From an optimization exercise on the open Yosys and OpenROAD flow, aimed at small area; shortcuts taken in it are not production practice.
RTL that was checked went through simulation tests only; none was proved equivalent to the original.
Power is estimated from default activity; no workload was simulated.

==> 04-21: inputs <==
// r_top
module r_top(clk, data_in, pkt_valid, resetn, read_enb,
             data_out_0, data_out_1, data_out_2, data_out_3, vld_out, err, busy);
==> module r_fifo, before the edit <==
module r_fifo(
    input clk, resetn, soft_reset, write_enb, read_enb,
    input [8:0] wdata,           
    input clr,                   
    output full, empty,
    output reg [7:0] data_out);
    reg [4:0] write_ptr, read_ptr;
    reg [8:0] fifo_mem [0:15];
    reg [5:0] packet_len_count;
    wire wr = write_enb & ~full;
    wire rd = read_enb & ~empty;
    genvar r;
    generate
        for (r = 0; r < 16; r = r + 1) begin : row
            always @(posedge clk)
                if (clr || (wr && write_ptr[3:0] == r))
                    fifo_mem[r] <= wdata;
        end
    endgenerate
    wire [8:0] rdata = fifo_mem[read_ptr[3:0]];
    wire plc_zero = (packet_len_count == 6'd0);
    always @(posedge clk) begin
        if (~resetn || soft_reset || plc_zero)
            data_out <= 8'd0;
        else if (rd)
            data_out <= rdata[7:0];
    end
    always @(posedge clk) begin
        if (~resetn)
            packet_len_count <= 6'd0;
        else if (rd) begin
            if (rdata[8])
                packet_len_count <= rdata[7:2];
            else if (!plc_zero)
                packet_len_count <= packet_len_count - 6'd1;
        end
    end
    always @(posedge clk) begin
        if (~resetn) begin
            write_ptr <= 5'd0;
            read_ptr <= 5'd0;
        end else begin
            if (wr) write_ptr <= write_ptr + 5'd1;
            if (rd) read_ptr <= read_ptr + 5'd1;
        end
    end
    assign full = (write_ptr[4] != read_ptr[4]) && (write_ptr[3:0] == read_ptr[3:0]);
    assign empty = (write_ptr == read_ptr);
endmodule
==> module r_reg, before the edit <==
module r_reg(
    input clk, resetn, pkt_valid, fifo_full,
    input detect_add, ld_state, laf_state, lfd_state, rst_int_reg,
    input [7:0] data_in,
    output reg err, parity_done, low_packet_valid,
    output reg [7:0] dout);
    reg [7:0] header_reg, full_reg, parity_reg, packet_parity;
    always @(posedge clk) begin
        if (~resetn)
            parity_done <= 1'b0;
        else if ((ld_state && ~fifo_full && ~pkt_valid) || (laf_state && low_packet_valid && ~parity_done))
            parity_done <= 1'b1;
        else if (detect_add)
            parity_done <= 1'b0;
    end
    always @(posedge clk) begin
        if (~resetn)
            low_packet_valid <= 1'b0;
        else if (~pkt_valid && ld_state)
            low_packet_valid <= 1'b1;
        else if (rst_int_reg)
            low_packet_valid <= 1'b0;
    end
    always @(posedge clk) begin
        if (~resetn)
            header_reg <= 8'd0;
        else if (detect_add && pkt_valid)
            header_reg <= data_in;
    end
    always @(posedge clk) begin
        if (~resetn)
            full_reg <= 8'd0;
        else if (ld_state && fifo_full)
            full_reg <= data_in;
    end
    always @(posedge clk) begin
        if (~resetn)
            dout <= 8'd0;
        else if (lfd_state)
            dout <= header_reg;
        else if (ld_state && ~fifo_full)
            dout <= data_in;
        else if (laf_state)
            dout <= full_reg;
    end
    always @(posedge clk) begin
        if (~resetn || detect_add)
            parity_reg <= 8'd0;
        else if (lfd_state && pkt_valid)
            parity_reg <= parity_reg ^ header_reg;
        else if (ld_state && pkt_valid)
            parity_reg <= parity_reg ^ data_in;
    end
    always @(posedge clk) begin
        if (~resetn)
            err <= 1'b0;
        else
            err <= parity_done && (packet_parity != parity_reg);
    end
    always @(posedge clk) begin
        if (~resetn || detect_add)
            packet_parity <= 8'd0;
        else if ((~fifo_full && ~pkt_valid) || (~parity_done && low_packet_valid))
            packet_parity <= data_in;
    end
endmodule
==> module r_sync, before the edit <==
module r_sync(
    input clk, resetn, detect_add, write_enb_reg,
    input [1:0] data_in,
    input [3:0] full, empty, read_enb,
    output [3:0] write_enb,
    output fifo_full,
    output [3:0] vld_out,
    output reg [3:0] soft_reset);
    reg [1:0] data_temp;
    always @(posedge clk) begin
        if (~resetn)
            data_temp <= 2'b0;
        else if (detect_add)
            data_temp <= data_in;
    end
    assign fifo_full = full[data_temp];
    assign write_enb = {4{write_enb_reg}} & (4'b0001 << data_temp);
    assign vld_out = ~empty;
    genvar i;
    generate
        for (i = 0; i < 4; i = i + 1) begin : tmr
            reg [4:0] cnt;
            always @(posedge clk) begin
                if (~resetn) begin
                    soft_reset[i] <= 1'b0;
                    cnt <= 5'd0;
                end else if (vld_out[i]) begin
                    if (read_enb[i]) begin
                        soft_reset[i] <= 1'b0;
                        cnt <= 5'd0;
                    end else if (cnt == 5'd29) begin
                        soft_reset[i] <= 1'b1;
                        cnt <= 5'd0;
                    end else begin
                        soft_reset[i] <= 1'b0;
                        cnt <= cnt + 5'd1;
                    end
                end
            end
        end
    endgenerate
endmodule
Settings: LEC_CHECK=0, CAP_MARGIN=20, CORE_MARGIN=2, CORE_UTILIZATION=70, SLEW_MARGIN=20; clock period 5.0 ns.
run.sh (not shown) runs the stock make flow with config.mk's settings and CLKGATE_MAP_FILE= SYNTH_SCRIPT=/design/flow/synth_recipe.tcl, a recipe that flattens the netlist after the stock synthesis.
==> 07-03 (differences from 04-21) <==
Settings changed: CORE_UTILIZATION 70 to 40.
==> 12-07 (differences from 04-21) <==
--- a/flow/design.v
+++ b/flow/design.v
@@ -17,7 +17,12 @@
                     fifo_mem[r] <= wdata;
         end
     endgenerate
-    wire [8:0] rdata = fifo_mem[read_ptr[3:0]];
+    reg [8:0] rdata;
+    always @(*) begin
+        rdata = 9'd0;
+        for (int k = 0; k < 16; k = k + 1)
+            rdata = rdata | (fifo_mem[k] & {9{read_ptr[3:0] == k}});
+    end
     wire plc_zero = (packet_len_count == 6'd0);
     always @(posedge clk) begin
         if (~resetn || soft_reset || plc_zero)
@@ -102,7 +107,7 @@
     input [7:0] data_in,
     output reg err, parity_done, low_packet_valid,
     output reg [7:0] dout);
-    reg [7:0] header_reg, full_reg, parity_reg, packet_parity;
+    reg [7:0] full_reg, parity_reg, packet_parity;
     always @(posedge clk) begin
         if (~resetn)
             parity_done <= 1'b0;
@@ -121,22 +126,12 @@
     end
     always @(posedge clk) begin
         if (~resetn)
-            header_reg <= 8'd0;
-        else if (detect_add && pkt_valid)
-            header_reg <= data_in;
-    end
-    always @(posedge clk) begin
-        if (~resetn)
             full_reg <= 8'd0;
         else if (ld_state && fifo_full)
             full_reg <= data_in;
     end
     always @(posedge clk) begin
-        if (~resetn)
-            dout <= 8'd0;
-        else if (lfd_state)
-            dout <= header_reg;
-        else if (ld_state && ~fifo_full)
+        if ((detect_add && pkt_valid) || (ld_state && ~fifo_full))
             dout <= data_in;
         else if (laf_state)
             dout <= full_reg;
@@ -145,7 +140,7 @@
         if (~resetn || detect_add)
             parity_reg <= 8'd0;
         else if (lfd_state && pkt_valid)
-            parity_reg <= parity_reg ^ header_reg;
+            parity_reg <= parity_reg ^ dout;
         else if (ld_state && pkt_valid)
             parity_reg <= parity_reg ^ data_in;
     end
@@ -184,6 +179,7 @@
     generate
         for (i = 0; i < 4; i = i + 1) begin : tmr
             reg [4:0] cnt;
+            wire last = cnt[4] & ~cnt[2] & ~cnt[1] & ~cnt[0];
             always @(posedge clk) begin
                 if (~resetn) begin
                     soft_reset[i] <= 1'b0;
@@ -192,12 +188,12 @@
                     if (read_enb[i]) begin
                         soft_reset[i] <= 1'b0;
                         cnt <= 5'd0;
-                    end else if (cnt == 5'd29) begin
+                    end else if (last) begin
                         soft_reset[i] <= 1'b1;
                         cnt <= 5'd0;
                     end else begin
                         soft_reset[i] <= 1'b0;
-                        cnt <= cnt + 5'd1;
+                        cnt <= {cnt[3:0], ~(cnt[4] ^ cnt[2])};
                     end
                 end
             end
Settings changed: CTS_BUF_LIST set to sky130_fd_sc_hd__clkbuf_16, CTS_CLUSTER_DIAMETER set to 60, CTS_CLUSTER_SIZE set to 30.
==> summary.txt <==
04-21 finished with timing, DRC and antenna clean. 12-07 ran to the end with no violations. 07-03 passed the timing, design-rule and antenna checks. Power: 12-07 < 07-03 < 04-21. Against 07-03, the clock power of 12-07 is smaller by about 30%. The highest clock skew belongs to 12-07, the lowest to 07-03. Critical path depth is the same in 04-21 and 07-03. The highest die area belongs to 07-03, the lowest to 12-07. Via count: 07-03 is higher than 12-07 (2.1%). Non-clock buffer count, lowest first: 07-03, 12-07, 04-21. Worst setup slack: 04-21 > 07-03 > 12-07. Flip-flop and latch count is the same in 04-21 and 07-03. In 12-07 the final cell count is lower than in 04-21, by about 5.6%. In 07-03 the first-iteration DRC count is smaller than in 04-21, by about 35%.
==> figures <==
| item | 04-21 | 12-07 | 07-03 |
|---|---|---|---|
| Outcome | finished clean | finished clean | finished clean |
| Number of tap cells inserted | 592 | 585 | 1,030 |
| Post-Syn Nets | 2,445 | 2,336 | 2,445 |
| Sequential logic power | 0.00782 W | 0.00749 W | 0.00781 W |
| Total number of vias | 20,700 | 19,800 | 20,200 |
| Worst relative slew slack | 31.1% | 27.8% | 27.1% |
| Clock buffers created by TritonCTS | 74 | 40 | 77 |
| Met3 Wirelength | 7230 um | 7350 um | 6060 um |
| Seq/Total Area, Yosys | 66.8% | 67.8% | 66.8% |
| Non-clock buffer instance count of the final layout | 149 | 148 | 146 |
| Routed met1 length | 29,900 um | 28,600 um | 33,700 um |
| Worst Max-Slew Pin Slew | 1030 ps | 1080 ps | 1090 ps |
| Number of distinct library cell variants in the gate-level netlist after synthesis | 88 | 83 | 88 |
| Final period demand of the worst path | 3750 ps | 4130 ps | 4020 ps |
| Worst Hold Launch | fifo[3].u.data_out[4] | sync.soft_reset[2] | fifo[2].u.data_out[3] |
| Total chip power | 0.0157 W | 0.0127 W | 0.0156 W |
| Share of synthesized cell area in and, or, nand and nor gates | 10.1% | 9.11% | 10.1% |
| Area of the die | 45,900 um2 | 45,100 um2 | 79,600 um2 |
| Core Rows | 77 | 76 | 101 |
| Post-Place Setup Slack | 1410 ps | 1510 ps | 1450 ps |
| Area share of buffers outside the clock network | 3.59% | 3.77% | 3.46% |
| Post-synthesis mux area share | 3.16% | 3.40% | 3.16% |
| DR WL met2 | 35,700 um | 33,900 um | 37,400 um |
Only the layout flow was run in 12-07; the RTL was not checked for function there.

[static timing again, ports no longer ideal]
The flow's constraints put no driver on any port. The routed layouts listed below were extracted and timed again, unchanged, in two steps.
Step 1 sets driving cells, clkbuf_16 on the clock port and buf_2 on the other inputs (assumed; they add their load-dependent delay and slew).
Step 2, shift: input delay + t, output delay - t, t = (earliest + latest rising clock arrival at the registers) / 2. This alone moves slack from input paths to output paths.
Slacks: ideal ports / drivers / drivers and shift; pairs: ideal ports / drivers.
run | shift t [ns] | slack for setup (ns) | worst setup path after step 2
04-21 | 0.659 | 1.250 / 1.191 / 1.321 | register to register
07-03 | 0.659 | 0.984 / 0.927 / 1.373 | register to register
12-07 | 0.657 | 0.866 / 0.805 / 1.462 | register to output
After both steps every run listed still meets setup and hold.
